What follows belongs to an exercise in optimizing a design on an open flow for small area, a short achievable clock period and few clock cycles; a production flow would make more cautious choices. In this exercise RTL edits were held to simulation tests only and were not proved equivalent to the original. No activity file was given, so power comes from the tool's default toggle rates.

==> flow/design.v (outline; a module is shown in full before it is edited, if it fits) <==
// module lampFPU_addsub: 613 lines
// module lampFPU_mul: 579 lines
// module lampFPU_fractDiv: 509 lines
// module lampFPU_div: 624 lines
// module lampFPU_fractSqrt: 526 lines
// module lampFPU_sqrt: 573 lines
// module lampFPU_f2i: 519 lines
// module lampFPU_i2f: 507 lines
// module lampFPU_cmp: 87 lines
// module lampFPU_top: 1028 lines
module lampFPU_top (
	clk, rst,
	flush_i, padv_i,
	opcode_i, rndMode_i, op1_i, op2_i,
	result_o, isResultValid_o, isReady_o
);
  // ...
==> flow/run.sh <==
#!/bin/bash
# synth_recipe.tcl (not shown) runs the flow's synth.tcl, then flattens the netlist and writes it again
# the make line also repeats each setting of config.mk as NAME=value (left out here)
make -C /OpenROAD-flow-scripts/flow DESIGN_CONFIG=/design/flow/config.mk WORK_HOME=/design/flow/orfs CLKGATE_MAP_FILE= SYNTH_SCRIPT=/design/flow/synth_recipe.tcl finish
==> flow/config.mk <==
export PLATFORM = sky130hd
export DESIGN_NAME = lampFPU_top
export DESIGN_NICKNAME = lampFPU_top
export VERILOG_FILES = /design/flow/design.v
export SDC_FILE = /design/flow/constraint.sdc
export NUM_CORES = 4
export LEC_CHECK = 0
export CAP_MARGIN = 20
export CORE_MARGIN = 2
export CORE_UTILIZATION = 40
export SLEW_MARGIN = 20
==> flow/constraint.sdc <==
create_clock -name core_clock -period 15.0 [get_ports {clk}]
set_input_delay 3.0000 -clock core_clock [delete_from_list [all_inputs] [get_ports {clk}]]
set_output_delay 3.0000 -clock core_clock [all_outputs]
set_load 0.01 [all_outputs]
==> results.ini, run 1 <==
[global_route]
grt-ovfl-total = 0
grt_use_met2_pct = 39.5
grt_most_used_layer = met2
antenna_found_initial = 8

[drt]
drc = 0
wl_per_cell_um = 19.3
m1WireLength_mm = 121

[critical_path]
cp_data_required_time_ns = 15.61
slowest_stage = nor4_1
cpMostUsedCell = fa_1

[synth]
synth_most_common_cell = inv_1
synth_top_family_by_area = adder cells
synth-adder-area-share_pct = 43.2
synth_edf_count = 0
ys_top_cells_by_count = inv_1, nand2_1, fa_1
synthTopCellsByArea = fa_1, dfxtp_1, ha_1

[final_layout]
drive_above_1_share_pct = 3.97
diodes = 3
final.clkbuf_count = 90
non_clock_buffer_area_share_pct = 2.02
fin_cells = 14610
nMultiInputCombCells = 8431

[floorplanning]
initial_core_util_pct = 40.3

[sta]
fin_crit_sh_pct = 69.1
worst-slew-pin-transition_ns = 1.11
period_needed_ns = 10.36

[cts]
htree_levels = 3

[run]
maxCapViolCount = 0

[pwr]
swShare_pct = 48.7
total_power_w = 0.00916

[run_status]
outcome = finished clean

[placement]
dp_slack_ns = 4.63

Testbench counts, summed over its fixed seeds: cycles 52,271.
==> inputs of run 2 (changes only) <==
==> flow/design.v (replaced) <==
package lampFPU_pkg;
	parameter LAMP_FLOAT_DW		=	16;
	parameter LAMP_FLOAT_S_DW 	=	1;
	parameter LAMP_FLOAT_E_DW 	=	8;
	parameter LAMP_FLOAT_F_DW 	=	7;
	parameter LAMP_INTEGER_DW	=	32;
	parameter LAMP_INTEGER_S_DW	=	1;
	parameter LAMP_INTEGER_F_DW	=	31;
	parameter LAMP_FLOAT_E_BIAS	=	(2 ** (LAMP_FLOAT_E_DW - 1)) - 1;
	parameter LAMP_FLOAT_E_MAX	=	(2 ** LAMP_FLOAT_E_DW) - 1;
	parameter INF				=	15'h7f80;
	parameter ZERO				=	15'h0000;
	parameter SNAN				=	15'h7fbf;
	parameter QNAN				=	15'h7fc0;
	parameter PLUS_INF			=	16'h7f80;
	parameter MINUS_INF			=	16'hff80;
	parameter PLUS_ZERO			=	16'h0000;
	parameter MINUS_ZERO		=	16'h8000;
	parameter INF_E_F			=	15'b111111110000000;  
	parameter SNAN_E_F			=	15'b111111110111111;  
	parameter QNAN_E_F			=	15'b111111111000000;  
	parameter ZERO_E_F			=	15'b000000000000000;  
	parameter LAMP_APPROX_DW	=	4;
	parameter LAMP_PREC_DW		=	8;
	parameter LAMP_APPROX_MULS	=	$clog2 ((LAMP_FLOAT_DW+1)/LAMP_APPROX_DW);
	typedef enum logic
	{
		FPU_RNDMODE_NEAREST		=	'd0,
		FPU_RNDMODE_TRUNCATE	=	'd1
	} rndModeFPU_t;
	typedef enum logic[3:0]
	{
		FPU_IDLE	= 4'd0,
		FPU_I2F		= 4'd1,
		FPU_F2I		= 4'd2,
		FPU_ADD		= 4'd3,
		FPU_SUB		= 4'd4,
		FPU_MUL		= 4'd5,
		FPU_DIV		= 4'd6,
		FPU_EQ		= 4'd7,
		FPU_LT		= 4'd8,
		FPU_LE		= 4'd9,
		FPU_SQRT    = 4'd10,
		FPU_INVSQRT = 4'd11
	} opcodeFPU_t;
endpackage
	localparam logic [127:0] DIVR_B0 = 128'h00000000000000000000000000000000;
	localparam logic [127:0] DIVR_B1 = 128'h00000000000000000000000000000000;
	localparam logic [127:0] DIVR_B2 = 128'h00000000000000000000000000000000;
	localparam logic [127:0] DIVR_B3 = 128'h00aaaa00aaaa00aa00aa00aa0000aaaa;
	localparam logic [127:0] DIVR_B4 = 128'h00666600666600660066006600006666;
	localparam logic [127:0] DIVR_B5 = 128'h001e1eaa1e1e001eaa1e001eaa001e1e;
	localparam logic [127:0] DIVR_B6 = 128'h00fe0166ab54005466fe00fe6600abfe;
	localparam logic [127:0] DIVR_B7 = 128'h0001ff1e66cdaa981eab00541eaa99fe;
	localparam logic [127:0] DIVR_B8 = 128'h00aaaafe4b6966e0ab660067ab6687fe;
	localparam logic [127:0] DIVR_B9 = 128'h00666654738e1e55cce1aa87661e2a54;
	localparam logic [127:0] DIVR_B10 = 128'h001e1ecdd6a5ab66f0e066524bfe6667;
	localparam logic [127:0] DIVR_B11 = 128'haaab54969b36338700e01e3126ab4b87;
	localparam logic [127:0] DIVR_B12 = 128'h6666cdb2496d6952aa4aab5a4b338c07;
	localparam logic [127:0] DIVR_B13 = 128'h1e1e3c71c71ce73199d99936d9695aad;
	localparam logic [127:0] DIVR_B14 = 128'h01fe03f03f03e0f0783878f1c718c663;
	localparam logic [127:0] DIVR_B15 = 128'h0001fff000ffe00ff807f80fc0f83e1f;
	localparam logic [127:0] DIVR_B16 = 128'h0000000fffffe00007fff8003ff801ff;
	localparam logic [127:0] DIVR_B17 = 128'h0000000000001ffffffff8000007ffff;
	localparam logic [127:0] DIVR_B18 = 128'h0000000000000000000007ffffffffff;
	localparam logic [127:0] DIVR_B19 = 128'hffffffffffffffffffffffffffffffff;
	localparam logic [511:0] SQRT_B0 = 512'hfffffffffffffffffffffffffffffffceffffffffffefffffffbfeffffffffffffffffffffbffefffffffffffffffffcffffffffffdffffffffffdffffffffff;
	localparam logic [511:0] SQRT_B1 = 512'h4b4b5ad5aad55554ab52d24d998e3c0026664c9b24da49696b56aa5552a94b6cb696d2d2d2d6b4ad6a56ad56aa55555655555556aab55ab56a5294b496db6db2;
	localparam logic [511:0] SQRT_B2 = 512'hc738c63399cccccd99364924b4a56aaa1e1e3c78e3c638e718ce66333664d92538e71ce31ce738ce7398ce67339999989999999b33266cd9b364d926db6db6db;
	localparam logic [511:0] SQRT_B3 = 512'h3f07c1f0783c3c3c78f1c71c739ce66601fe03f81fc1f81f07c1e1f0f1e3c71c3f07e0fc1f07c0f07c1f0f87c3e1e1e0e1e1e1e3c3c78f1e3c78e1c71c71c71c;
	localparam logic [511:0] SQRT_B4 = 512'hff003ff007fc03fc07f03f03f07c1e1e0001fff8003ff800ffc01ff00fe03f03c007ff001ff800ff801ff007fc01fe00fe01fe03fc07f01fc07f01f81f81f81f;
	localparam logic [511:0] SQRT_B5 = 512'h00fffff00003fffc000fff000ffc01fe00000007fffff800003ffff0001fff000007ffffe00000ffffe00007fffe0000fffe0003fff8001fff8001ffe001ffe0;
	localparam logic [511:0] SQRT_B6 = 512'hfffffff000000003ffffff000003fffe00000000000007fffffffff0000000fffff80000000000fffffffff800000000fffffffc0000001ffffffe000001ffff;
	localparam logic [511:0] SQRT_B7 = 512'hfffffff000000000000000fffffffffe00000000000000000000000fffffffffffffffffffffff000000000000000000ffffffffffffffe0000000000001ffff;
	localparam logic [511:0] SQRT_B8 = 512'h0000000ffffffffffffffffffffffffe0000000000000000000000000000000000000000000000000000000000000000fffffffffffffffffffffffffffe0000;
	localparam logic [511:0] SQRT_B9 = 512'hfffffffffffffffffffffffffffffffe0000000000000000000000000000000000000000000000000000000000000000ffffffffffffffffffffffffffffffff;
import lampFPU_pkg::*;
module lampFPU_top (
	clk, rst,
	flush_i, padv_i,
	opcode_i, rndMode_i, op1_i, op2_i,
	result_o, isResultValid_o, isReady_o
);
	localparam logic [127:0] DIVR_B0 = 128'h00000000000000000000000000000000;
	localparam logic [127:0] DIVR_B1 = 128'h00000000000000000000000000000000;
	localparam logic [127:0] DIVR_B2 = 128'h00000000000000000000000000000000;
	localparam logic [127:0] DIVR_B3 = 128'h00aaaa00aaaa00aa00aa00aa0000aaaa;
	localparam logic [127:0] DIVR_B4 = 128'h00666600666600660066006600006666;
	localparam logic [127:0] DIVR_B5 = 128'h001e1eaa1e1e001eaa1e001eaa001e1e;
	localparam logic [127:0] DIVR_B6 = 128'h00fe0166ab54005466fe00fe6600abfe;
	localparam logic [127:0] DIVR_B7 = 128'h0001ff1e66cdaa981eab00541eaa99fe;
	localparam logic [127:0] DIVR_B8 = 128'h00aaaafe4b6966e0ab660067ab6687fe;
	localparam logic [127:0] DIVR_B9 = 128'h00666654738e1e55cce1aa87661e2a54;
	localparam logic [127:0] DIVR_B10 = 128'h001e1ecdd6a5ab66f0e066524bfe6667;
	localparam logic [127:0] DIVR_B11 = 128'haaab54969b36338700e01e3126ab4b87;
	localparam logic [127:0] DIVR_B12 = 128'h6666cdb2496d6952aa4aab5a4b338c07;
	localparam logic [127:0] DIVR_B13 = 128'h1e1e3c71c71ce73199d99936d9695aad;
	localparam logic [127:0] DIVR_B14 = 128'h01fe03f03f03e0f0783878f1c718c663;
	localparam logic [127:0] DIVR_B15 = 128'h0001fff000ffe00ff807f80fc0f83e1f;
	localparam logic [127:0] DIVR_B16 = 128'h0000000fffffe00007fff8003ff801ff;
	localparam logic [127:0] DIVR_B17 = 128'h0000000000001ffffffff8000007ffff;
	localparam logic [127:0] DIVR_B18 = 128'h0000000000000000000007ffffffffff;
	localparam logic [127:0] DIVR_B19 = 128'hffffffffffffffffffffffffffffffff;
	localparam logic [511:0] SQRT_B0 = 512'hfffffffffffffffffffffffffffffffceffffffffffefffffffbfeffffffffffffffffffffbffefffffffffffffffffcffffffffffdffffffffffdffffffffff;
	localparam logic [511:0] SQRT_B1 = 512'h4b4b5ad5aad55554ab52d24d998e3c0026664c9b24da49696b56aa5552a94b6cb696d2d2d2d6b4ad6a56ad56aa55555655555556aab55ab56a5294b496db6db2;
	localparam logic [511:0] SQRT_B2 = 512'hc738c63399cccccd99364924b4a56aaa1e1e3c78e3c638e718ce66333664d92538e71ce31ce738ce7398ce67339999989999999b33266cd9b364d926db6db6db;
	localparam logic [511:0] SQRT_B3 = 512'h3f07c1f0783c3c3c78f1c71c739ce66601fe03f81fc1f81f07c1e1f0f1e3c71c3f07e0fc1f07c0f07c1f0f87c3e1e1e0e1e1e1e3c3c78f1e3c78e1c71c71c71c;
	localparam logic [511:0] SQRT_B4 = 512'hff003ff007fc03fc07f03f03f07c1e1e0001fff8003ff800ffc01ff00fe03f03c007ff001ff800ff801ff007fc01fe00fe01fe03fc07f01fc07f01f81f81f81f;
	localparam logic [511:0] SQRT_B5 = 512'h00fffff00003fffc000fff000ffc01fe00000007fffff800003ffff0001fff000007ffffe00000ffffe00007fffe0000fffe0003fff8001fff8001ffe001ffe0;
	localparam logic [511:0] SQRT_B6 = 512'hfffffff000000003ffffff000003fffe00000000000007fffffffff0000000fffff80000000000fffffffff800000000fffffffc0000001ffffffe000001ffff;
	localparam logic [511:0] SQRT_B7 = 512'hfffffff000000000000000fffffffffe00000000000000000000000fffffffffffffffffffffff000000000000000000ffffffffffffffe0000000000001ffff;
	localparam logic [511:0] SQRT_B8 = 512'h0000000ffffffffffffffffffffffffe0000000000000000000000000000000000000000000000000000000000000000fffffffffffffffffffffffffffe0000;
	localparam logic [511:0] SQRT_B9 = 512'hfffffffffffffffffffffffffffffffe0000000000000000000000000000000000000000000000000000000000000000ffffffffffffffffffffffffffffffff;
input									clk;
input									rst;
input									flush_i;
input									padv_i;
input			[3:0]					opcode_i;
input									rndMode_i;
input			[LAMP_INTEGER_DW-1:0]	op1_i;
input			[LAMP_FLOAT_DW-1:0]		op2_i;
output	logic	[LAMP_INTEGER_DW-1:0]	result_o;
output	logic							isResultValid_o;
output	logic							isReady_o;
	logic			accept;
	logic	[31:0]	res;
	assign accept		= ~isResultValid_o & (opcode_i != FPU_IDLE) & ~flush_i;
	assign isReady_o	= (opcode_i == FPU_IDLE) | isResultValid_o;
	always_ff @(posedge clk)
	begin
		if (rst)
			isResultValid_o	<=	1'b0;
		else if (isResultValid_o)
			isResultValid_o	<=	~padv_i;
		else
			isResultValid_o	<=	accept;
		if (accept)
			result_o		<=	res;
	end
	logic			s1, s2;
	logic	[7:0]	e1, e2;
	logic	[6:0]	f1, f2;
	logic			isInf1, isDN1, isZ1, isSN1, isQN1, isNaN1;
	logic			isInf2, isDN2, isZ2, isSN2, isQN2, isNaN2;
	logic	[8:0]	E1, E2;		 
	logic	[7:0]	F1, F2;		 
	logic	[2:0]	nlz1, nlz2;
	logic	[7:0]	N1, N2;		 
	function automatic logic [2:0] lzc8(input logic [7:0] x);
		casez (x)
			8'b1???????: lzc8 = 3'd0;
			8'b01??????: lzc8 = 3'd1;
			8'b001?????: lzc8 = 3'd2;
			8'b0001????: lzc8 = 3'd3;
			8'b00001???: lzc8 = 3'd4;
			8'b000001??: lzc8 = 3'd5;
			8'b0000001?: lzc8 = 3'd6;
			8'b00000001: lzc8 = 3'd7;
			default:     lzc8 = 3'd0;
		endcase
	endfunction
	always_comb
	begin
		{s1, e1, f1}	= op1_i[15:0];
		{s2, e2, f2}	= op2_i;
		isInf1	= (&e1) & ~(|f1);
		isDN1	= ~(|e1) & (|f1);
		isZ1	= ~(|op1_i[14:0]);
		isSN1	= (&e1) & ~f1[6] & (|f1[5:0]);
		isQN1	= (&e1) & f1[6];
		isNaN1	= isSN1 | isQN1;
		isInf2	= (&e2) & ~(|f2);
		isDN2	= ~(|e2) & (|f2);
		isZ2	= ~(|op2_i[14:0]);
		isSN2	= (&e2) & ~f2[6] & (|f2[5:0]);
		isQN2	= (&e2) & f2[6];
		isNaN2	= isSN2 | isQN2;
		E1		= {1'b0, e1[7:1], e1[0] | isDN1};
		E2		= {1'b0, e2[7:1], e2[0] | isDN2};
		F1		= {~isDN1 & ~isZ1, f1};
		F2		= {~isDN2 & ~isZ2, f2};
		nlz1	= lzc8(F1);
		nlz2	= lzc8(F2);
		N1		= F1 << nlz1;
		N2		= F2 << nlz2;
	end
	logic	isAdd, isSub, isMul, isDiv, isSqrt, isInvSqrt, isF2i, isI2f, isEq, isLt, isLe;
	assign isI2f		= opcode_i == FPU_I2F;
	assign isF2i		= opcode_i == FPU_F2I;
	assign isAdd		= opcode_i == FPU_ADD;
	assign isSub		= opcode_i == FPU_SUB;
	assign isMul		= opcode_i == FPU_MUL;
	assign isDiv		= opcode_i == FPU_DIV;
	assign isEq			= opcode_i == FPU_EQ;
	assign isLt			= opcode_i == FPU_LT;
	assign isLe			= opcode_i == FPU_LE;
	assign isSqrt		= opcode_i == FPU_SQRT;
	assign isInvSqrt	= opcode_i == FPU_INVSQRT;
	logic			as_gt, as_doSub, as_sticky, as_sInit;
	logic	[8:0]	as_ediff, as_eInit;
	logic	[10:0]	as_rhs, as_rhsSh;
	logic	[11:0]	as_noSh, as_comp, as_sum, as_fInit;
	logic	[3:0]	as_lsa;
	logic	[8:0]	as_e;
	logic	[11:0]	as_f;
	logic			as_spec, as_specInf, as_specNaN, as_specSign;
	always_comb
	begin
		as_gt		= {E1, F1} > {E2, F2};
		as_ediff	= as_gt ? (E1 - E2) : (E2 - E1);
		as_rhs		= as_gt ? {F2, 3'b0} : {F1, 3'b0};
		as_noSh		= as_gt ? {1'b0, F1, 3'b0} : {1'b0, F2, 3'b0};
		as_rhsSh	= as_rhs >> as_ediff;
		case (as_ediff)
			9'd0, 9'd1, 9'd2:	as_sticky = 1'b0;
			9'd3, 9'd4:			as_sticky = as_rhs[3];
			9'd5:				as_sticky = |as_rhs[4:3];
			9'd6:				as_sticky = |as_rhs[5:3];
			9'd7:				as_sticky = |as_rhs[6:3];
			9'd8:				as_sticky = |as_rhs[7:3];
			9'd9:				as_sticky = |as_rhs[8:3];
			default:			as_sticky = |as_rhs[9:3];
		endcase
		as_rhsSh[0]	= as_rhsSh[0] | as_sticky;
		as_doSub	= isSub ^ s1 ^ s2;
		as_comp		= as_doSub ? ({1'b0, as_rhsSh} ^ 12'hfff) + 12'd1 : {1'b0, as_rhsSh};
		as_sum		= as_noSh + as_comp;
		as_eInit	= as_gt ? E1 : E2;
		as_sInit	= as_gt ? s1 : (s2 ^ isSub);
		as_fInit	= as_doSub ? {1'b0, as_sum[10:0]} : as_sum;
		casez (as_fInit)
			12'b1???????????: as_lsa = 4'd0;
			12'b01??????????: as_lsa = 4'd0;
			12'b001?????????: as_lsa = 4'd1;
			12'b0001????????: as_lsa = 4'd2;
			12'b00001???????: as_lsa = 4'd3;
			12'b000001??????: as_lsa = 4'd4;
			12'b0000001?????: as_lsa = 4'd5;
			12'b00000001????: as_lsa = 4'd6;
			12'b000000001???: as_lsa = 4'd7;
			12'b0000000001??: as_lsa = 4'd8;
			12'b00000000001?: as_lsa = 4'd9;
			12'b000000000001: as_lsa = 4'd10;
			default:          as_lsa = 4'd0;
		endcase
		if (as_fInit[11])
		begin
			if (as_eInit == 9'd254)
			begin
				as_e	= 9'd255;
				as_f	= '0;
			end
			else
			begin
				as_e	= as_eInit + 9'd1;
				as_f	= {1'b0, as_fInit[11:1]};
			end
		end
		else if (as_fInit[10])
		begin
			as_f	= {as_fInit[11:2], as_fInit[1] | as_fInit[0], 1'b0};
			as_e	= as_eInit;
		end
		else if (as_fInit == '0)
		begin
			as_e	= '0;
			as_f	= '0;
		end
		else if (as_eInit > {5'b0, as_lsa})
		begin
			as_e	= as_eInit - as_lsa;
			as_f	= as_fInit << as_lsa;
		end
		else
		begin
			as_e	= '0;
			as_f	= as_fInit << (as_eInit - 9'd1);
		end
		as_spec		= isInf1 | isInf2 | isNaN1 | isNaN2;
		as_specNaN	= isNaN1 | isNaN2 | (isInf1 & isInf2 & (s1 ^ s2 ^ isSub));
		as_specInf	= ~as_specNaN;
		if (isNaN1)
			as_specSign	= s1;
		else if (isNaN2)
			as_specSign	= s2;
		else if (isInf1 & isInf2 & (s1 ^ s2 ^ isSub))
			as_specSign	= 1'b1;
		else if (isInf1)
			as_specSign	= s1;
		else
			as_specSign	= s2 ^ isSub;
	end
	logic	[9:0]	ml_et, ml_en, ml_e;
	logic	[15:0]	ml_p;
	logic	[11:0]	ml_fi, ml_f;
	logic	[8:0]	ml_e9;
	logic			ml_st;
	always_comb
	begin
		ml_et	= {1'b0, E1} + {1'b0, E2} - 10'd127 - nlz1 - nlz2;
		ml_en	= 10'd0 - ml_et;
		ml_p	= N1 * N2;
		if (ml_et[9])
		begin
			if (ml_en > 10'd11)
				ml_p	= '0;
			else
				ml_p	= ml_p >> (ml_en + 10'd1);
			ml_e	= '0;
		end
		else if (ml_et >= 10'd255)
		begin
			ml_p	= '0;
			ml_e	= '1;
		end
		else
			ml_e	= ml_et;
		ml_st		= |ml_p[2:0];
		ml_fi		= ml_p[15:4];
		ml_fi[0]	= ml_fi[0] | ml_st;
		if (ml_fi[11])
		begin
			if (ml_e == 10'd254)
			begin
				ml_e9	= 9'd255;
				ml_f	= '0;
			end
			else
			begin
				ml_e9	= ml_e[8:0] + 9'd1;
				ml_f	= {1'b0, ml_fi[11:1]};
			end
		end
		else if (ml_e != '0)
		begin
			ml_f	= {ml_fi[11:2], ml_fi[1] | ml_fi[0], 1'b0};
			ml_e9	= ml_e[8:0];
		end
		else if (ml_fi[10])
		begin
			ml_e9	= '1;
			ml_f	= ml_fi;
		end
		else
		begin
			ml_e9	= '0;
			ml_f	= ml_fi;
		end
		ml_f[1]	= ml_f[1] | ml_st;
		ml_f[0]	= ml_st;
	end
	logic	[9:0]	dv_et, dv_en, dv_e;
	logic	[19:0]	dv_r;
	logic	[6:0]	dv_idx;
	assign dv_idx = N2[6:0];
	assign dv_r = {DIVR_B19[dv_idx], DIVR_B18[dv_idx], DIVR_B17[dv_idx], DIVR_B16[dv_idx],
				DIVR_B15[dv_idx], DIVR_B14[dv_idx], DIVR_B13[dv_idx], DIVR_B12[dv_idx],
				DIVR_B11[dv_idx], DIVR_B10[dv_idx], DIVR_B9[dv_idx], DIVR_B8[dv_idx],
				DIVR_B7[dv_idx], DIVR_B6[dv_idx], DIVR_B5[dv_idx], DIVR_B4[dv_idx],
				DIVR_B3[dv_idx], DIVR_B2[dv_idx], DIVR_B1[dv_idx], DIVR_B0[dv_idx]};
	logic	[27:0]	dv_prod;
	logic	[15:0]	dv_q;
	logic			dv_ls, dv_st;
	logic	[11:0]	dv_fi, dv_f;
	logic	[8:0]	dv_e9;
	always_comb
	begin
		dv_et	= 10'd127 + {1'b0, E1} + nlz2 - nlz1 - {1'b0, E2};
		dv_en	= 10'd0 - dv_et;
		dv_prod	= N1 * dv_r;
		dv_q	= {1'b0, dv_prod[27:13]};
		dv_ls	= ~dv_q[14];
		if (~dv_en[9])
		begin
			if (dv_en > 10'd11)
				dv_q	= '0;
			else
				dv_q	= dv_q >> (dv_en + 10'd1);
			dv_e	= '0;
		end
		else if ((dv_et >= 10'd255) & ((dv_et - 10'd255) >= {9'b0, dv_ls}))
		begin
			dv_q	= '0;
			dv_e	= '1;
		end
		else
		begin
			dv_q	= dv_q << dv_ls;
			dv_e	= dv_et - dv_ls;
		end
		dv_st		= |dv_q[2:0];
		dv_fi		= dv_q[15:4];
		dv_fi[0]	= dv_fi[0] | dv_st;
		if (dv_e != '0)
		begin
			dv_f	= {dv_fi[11:2], dv_fi[1] | dv_fi[0], 1'b0};
			dv_e9	= dv_e[8:0];
		end
		else if (dv_fi[10])
		begin
			dv_e9	= '1;
			dv_f	= dv_fi;
		end
		else
		begin
			dv_e9	= '0;
			dv_f	= dv_fi;
		end
		dv_f[1]	= dv_f[1] | dv_st;
		dv_f[0]	= dv_st;
	end
	logic	[9:0]	sq_d;
	logic	[7:0]	sq_epre, sq_e;
	logic	[9:0]	sq_t;
	logic	[8:0]	sq_idx;
	assign sq_idx = {isInvSqrt, E1[0] & ~nlz1[0], N1[6:0]};
	assign sq_t = {SQRT_B9[sq_idx], SQRT_B8[sq_idx], SQRT_B7[sq_idx], SQRT_B6[sq_idx], SQRT_B5[sq_idx],
				SQRT_B4[sq_idx], SQRT_B3[sq_idx], SQRT_B2[sq_idx], SQRT_B1[sq_idx], SQRT_B0[sq_idx]};
	always_comb
	begin
		sq_d	= {1'b0, E1} - nlz1;
		sq_epre	= isInvSqrt ? (8'd190 - sq_d[8:1]) : (8'd64 + sq_d[8:1]);
		sq_e	= sq_epre - sq_t[9];
	end
	logic			if_sign;
	logic	[31:0]	if_mag, if_norm;
	logic	[4:0]	if_lz;
	function automatic logic [4:0] lzc32(input logic [31:0] x);
		logic [4:0] n;
		n = 5'd31;
		for (int k = 0; k < 32; k++)
			if (x[k])
				n = 5'd31 - k[4:0];
		lzc32 = n;
	endfunction
	always_comb
	begin
		if_sign	= op1_i[31];
		if_mag	= (op1_i ^ {32{if_sign}}) + {31'b0, if_sign};
		if_lz	= lzc32(if_mag);
		if_norm	= if_mag << if_lz;
	end
	logic			fi_isSR;
	logic	[4:0]	fi_sr, fi_sl;
	logic	[34:0]	fi_ext, fi_sh;
	logic			fi_sticky, fi_addOne, fi_sign;
	logic	[31:0]	fi_res;
	always_comb
	begin
		fi_sr	= '0;
		fi_sl	= '0;
		fi_isSR	= 1'b0;
		if (E1 < 9'd103)
		begin
			fi_sr	= 5'd31;
			fi_isSR	= 1'b1;
		end
		else if (E1 < 9'd134)
		begin
			fi_sr	= 5'(9'd134 - E1);
			fi_isSR	= 1'b1;
		end
		else if (E1 < 9'd158 || (s1 && E1 == 9'd158 && F1 == 8'h80))
			fi_sl	= 5'(E1 - 9'd134);
		fi_ext	= {24'b0, F1, 3'b0};
		fi_sh	= fi_isSR ? (fi_ext >> fi_sr) : (fi_ext << fi_sl);
		case (fi_sr)
			5'd0, 5'd1:	fi_sticky = 1'b0;
			5'd2:		fi_sticky = fi_sh[3];
			5'd3:		fi_sticky = |fi_sh[4:3];
			5'd4:		fi_sticky = |fi_sh[5:3];
			5'd5:		fi_sticky = |fi_sh[6:3];
			5'd6:		fi_sticky = |fi_sh[7:3];
			5'd7:		fi_sticky = |fi_sh[8:3];
			5'd8:		fi_sticky = |fi_sh[9:3];
			default:	fi_sticky = 1'b0;
		endcase
		fi_addOne	= ~rndMode_i & ((fi_sh[3] & fi_sh[2]) | (fi_sh[2] & fi_sticky));
		fi_sign		= s1 & ~isNaN1;
		fi_res		= (fi_sh[34:3] ^ {32{fi_sign}}) + {31'b0, fi_sign ^ fi_addOne};
	end
	logic	cm_eq, cm_lt, cm_res, cm_nan, cm_zz;
	always_comb
	begin
		cm_nan	= isNaN1 | isNaN2;
		cm_zz	= isZ1 & isZ2;
		cm_eq	= ~cm_nan & (cm_zz | (op1_i[15:0] == op2_i));
		cm_lt	= ~cm_nan & ~cm_zz & (
					(s1 & ~s2) |
					(~s1 & ~s2 & (op1_i[14:0] < op2_i[14:0])) |
					(s1 & s2 & (op1_i[14:0] > op2_i[14:0])));
		if (isEq)
			cm_res	= cm_eq;
		else if (isLt)
			cm_res	= cm_lt;
		else
			cm_res	= cm_eq | cm_lt;
	end
	logic			r_spec;			 
	logic	[15:0]	r_specVal;
	logic			r_s;
	logic	[7:0]	r_e;
	logic	[8:0]	r_f;			 
	logic			r_up;
	logic	[6:0]	r_frac;
	logic			md_nan1, md_nan2;
	always_comb
	begin
		r_spec		= 1'b0;
		r_specVal	= '0;
		r_s			= 1'b0;
		r_e			= '0;
		r_f			= '0;
		md_nan1		= 1'b0;
		md_nan2		= 1'b0;
		res			= '0;
		if (isAdd | isSub)
		begin
			r_s			= as_sInit;
			r_e			= as_e[7:0];
			r_f			= as_f[9:1];
			r_spec		= as_spec;
			r_specVal	= {as_specSign, 8'hff, as_specNaN, 6'b0};
		end
		else if (isMul | isDiv)
		begin
			r_s			= s1 ^ s2;
			r_e			= isMul ? ml_e9[7:0] : dv_e9[7:0];
			r_f			= isMul ? ml_f[9:1] : dv_f[9:1];
			r_spec		= isZ1 | isZ2 | isInf1 | isInf2 | isNaN1 | isNaN2;
			if (isNaN1)
				r_specVal	= {s1, 15'h7fc0};
			else if (isNaN2)
				r_specVal	= {s2, 15'h7fc0};
			else if (isMul)
			begin
				if ((isZ1 & isInf2) | (isInf1 & isZ2))
					r_specVal	= 16'hffc0;
				else if (isZ1 | isZ2)
					r_specVal	= {s1 ^ s2, 15'h0000};
				else
					r_specVal	= {s1 ^ s2, 15'h7f80};
			end
			else
			begin
				if ((isZ1 & isZ2) | (isInf1 & isInf2))
					r_specVal	= {s1 ^ s2, 15'h7fc0};
				else if (isZ1 | isInf2)
					r_specVal	= {s1 ^ s2, 15'h0000};
				else
					r_specVal	= {s1 ^ s2, 15'h7f80};
			end
		end
		else if (isSqrt | isInvSqrt)
		begin
			r_s			= s1;
			r_e			= sq_e;
			r_f			= sq_t[8:0];
			r_spec		= isZ1 | s1 | isInf1 | isNaN1;
			if (isZ1)
				r_specVal	= isSqrt ? {s1, 15'h0000} : {s1, 15'h7f80};
			else if (s1)
				r_specVal	= {s1, 15'h7fc0};
			else if (isInf1)
				r_specVal	= isSqrt ? {s1, 15'h7f80} : {s1, 15'h0000};
			else
				r_specVal	= 16'hffc0;
		end
		else
		begin	 
			r_s			= if_sign;
			r_e			= 8'd158 - if_lz;
			r_f			= {if_norm[30:23], |if_norm[22:0]};
			r_spec		= ~(|op1_i);
			r_specVal	= '0;
		end
		r_up	= ~rndMode_i & r_f[1] & (r_f[0] | r_f[2]);
		if (r_up & ~(&r_f[5:2]))
			r_frac	= {r_f[8:6], r_f[5:2] + 4'd1};
		else
			r_frac	= r_f[8:2];
		if (isF2i)
			res		= fi_res;
		else if (isEq | isLt | isLe)
			res		= {31'b0, cm_res};
		else if (r_spec)
			res		= {16'b0, r_specVal};
		else
			res		= {16'b0, r_s, r_e, r_frac};
	end
endmodule
==> run 2 against run 1 <==
  * Sequential power down 93%
  * Sequential share of layout area down 7.9 points
  * Clock skew down 0.040 ns
  * Die area down 68%
  * Critical path depth up 16
  * Core utilization up 2.6 points
  * Via count down 53%
  * Total power down 48%
  * First-iteration DRC count down 19%
  * Critical endpoint is now result_o[0]
  * Largest power group unchanged
  * Highest routed layer unchanged
==> results.ini, run 2 <==
[run_status]
outcome = finished clean

[floorplanning]
initial_core_util_pct = 40.5  ; +0.22 points
core_sq_um = 76200
io_pins = 91
rows = 101
die_area_sq_um = 79400
die_y_um = 282
die_w_um = 282

[final_layout]
drive_above_1_share_pct = 11.4  ; +7.5 points
fin_nets = 5083
fin_cells = 5706  ; -61%
largest_register = result_o
fill_cells = 7976
final_cell_mix = nor2_1, nand2_1, a21oi_1
top_regs = result_o: 32 flops, isResultValid_o: 1 flops
largest_reg_flops = 32
final_common_cell = nor2_1
area_growth_syn_to_layout_pct = 12.2

[synth]
syn_nets = 4972
synth_most_common_cell = nor2_1
synth-warning-count = 1
synth_edf_count = 32  ; +32
synthTopCellsByArea = fa_1, ha_1, nor2_1
syn_area_sq_um = 30900
ys_seq_elements = 33
ys_top_cells_by_count = nor2_1, nand2_1, a21oi_1
syn_avg_cell_area_sq_um = 6.77
yosysSeqAreaShare_pct = 3.18
ys_async_sr_fraction_pct = 0
yosys.area.top_type = fa_1
ys_types = 129
synthFlopType = edfxtp_1
yosysTopAreaCellShare_pct = 9.34
syn_inst = 4562

[cts]
clkLatencyLatePin_ns = 0.28
htree_levels = 2  ; -1
path_clk_slew_ns = 0.05
cts_tree = built
clock-sinks = 33
cts_made_buffers = 5
cts_root_buffer = clkbuf_16
cts_buffer_depth = 2
hold_buffers = 0

[placement]
io_buffers = 90
dp_cells = 5694
gp_congestion = 1.04
hpwl_mm = 106
dp_slack_ns = -0.243  ; -4.87 ns

[sta]
whs_ns = 0.532
skew_ns = 0.00375
finalHoldViolations = 0
timing.fmax_mhz = 69.0
setup_viol = 0
rsz0062_at_grt = true
drv_slew = 0
period_needed_ns = 14.49  ; +4.13 ns
fin_crit_sh_pct = 96.6  ; +28 points
setup_ws_ns = 0.511
worst-slew-pin-transition_ns = 1.25  ; +0.139 ns
maxSlewHeadroom_pct = 17.0

[global_route]
grt_pass1_wl_mm = 206
grt_max_degree = 72
grt-ovfl-total = 0  ; unchanged
antenna_found_initial = 4  ; -4
grt_pass1_vias = 34370
grt_usage_pct = 32.8

[run]
maxCapViolCount = 0  ; unchanged

[drt]
via_per_inst = 6.51
drc = 0  ; unchanged
wl_per_cell_um = 23.6  ; +22%
postRouteAntennaNets = 0
drt_wl_total_mm = 135
dr.pass1.iters = 6
first_iter_violations = 4671
vias = 37156

[critical_path]
r2r_cells = 4
critPathLaunchType = primary input
cp_top_family = simple AND/OR/NAND/NOR gates
path_max_fanout = 20
reg2reg_from = isResultValid_o
worst-path-buf-inv = 9
slowest_stage = or4_1
endpoint_kind = register
slowest_delay_ns = 0.69
cp-startpoint = op2_i[1]
crit_arrival_ns = 14.62
path_depth = 48
cp_data_required_time_ns = 15.13  ; -0.48 ns
path_class = in -> reg

[min_path]
hold_class = reg -> reg
holdPathStages = 2
holdCritStartpoint = isResultValid_o

[pwr]
cellPowerDensity_nw_per_um2 = 137
p_leak_nw = 14.3
total_power_w = 0.00475  ; -48%
irDropWorstVdd_mv = 0.190

==> run 2: worst paths after layout <==
path / to / slack [ns]
max: result_o[0] / 0.51
min: isResultValid_o / 0.53
max reg2reg: result_o[27] / 13.59
min reg2reg: isResultValid_o / 0.53
==> run 2: per-stage QoR <==
| step | instance area, sq um | setup TNS, ns | utilization [%] |
|---|---|---|---|
| floorplan | 30900 | 0 | - |
| global placement | 34300 | 0 | 45.1 |
| detailed placement | 34300 | -0.765 | 45.1 |
| CTS | 34500 | 0 | 45.3 |
| global route | 34600 | -0.103 | 45.5 |
| finish | 34600 | 0 | 45.5 |
==> run 2: worst min-delay path: cells and delay by family, from the launching register on <==
family	cells	cell delay (ns)
AOI/OAI and AO/OA	1	0.12
DFF	1	0.32
and+or+nand+nor	1	0.04
==> run 2: what timing repair did <==
action                                  4_1_cts  5_1_grt
gates cloned                                  0        0
hold endpoints to repair                      0        0
endpoints found under the setup margin        1       11
resized for setup                             1       28
buffers inserted                              0        2
pin swaps                                     0        3
==> run 2: power by group <==
part	switching (W)	internal (W)	leakage, nW
logic	0.00278	0.00176	13.9
registers	0.00000248	0.000116	0.327
clock network	0.0000338	0.0000611	0.0679
==> run 2: cell families after synthesis <==
group / count (synthesis) / share of synthesized area, %
muxes: 164 / 6.05
AOI/OAI and AO/OA: 1496 / 32.7
and+or+nand+nor: 1669 / 26.1
adders and majority gates: 354 / 17.8
DFF: 33 / 3.18
xor gates and xnor gates: 197 / 5.70
buffers and inverters: 649 / 8.37
==> run 2: cell type report <==
class / count / area [sq um] / area share (%)
sequential: 33 / 981 / 2.83
inverter: 332 / 1250 / 3.60
clock buffer: 7 / 133 / 0.383
timing repair buffer: 421 / 3440 / 9.92
clock inverter: 1 / 5.00 / 0.0144
antenna: 2 / 5.00 / 0.0144
tap: 1030 / 1290 / 3.72
multi-input combinational: 3880 / 27500 / 79.5
==> run 2: per-layer routing <==
metal / track usage (%) / vias up / share of wire [%]
li1: - / 16973 / -
met1: 44.2 / 17595 / 41
met2: 52.2 / 2224 / 44
met3: 4.59 / 362 / 9.8
met4: 13.7 / 2 / 4.9
met5: 0 / - / 0.0059
Testbench counts of run 2, summed over its fixed seeds: cycles 19,192.

==> port drivers added, routing unchanged <==
The flow's constraints put no driver on any port. The routed layouts listed below were extracted and timed again, unchanged, in two steps. Step 1 assumes that a clkbuf_16 drives the clock port and a buf_2 every other input. Step 2 also shifts input and output timing later by t, the mid clock arrival at the registers, as if the neighbouring blocks saw the same clock. a / b / c = no drivers / after step 1 / after step 2; a / b = the first two.
| run | t (ns) | setup WS [ns] | worst hold slack (ns) | worst setup path after step 2 | worst data-port slew with drivers (ns) |
|---|---|---|---|---|---|
| run 1 | 0.773 | 4.642 / 4.642 / 4.642 | 0.440 / 0.440 / 0.440 | register to register | 0.08 |
| run 2 | 0.306 | 0.511 / 0.523 / 0.217 | 0.532 / 0.532 / 0.532 | input to register | 0.18 |
After both steps every run listed still meets setup and hold. For run 2, which loses most, drivers alone change the setup slack by +0.012 ns; drivers and shift together by -0.294 ns.
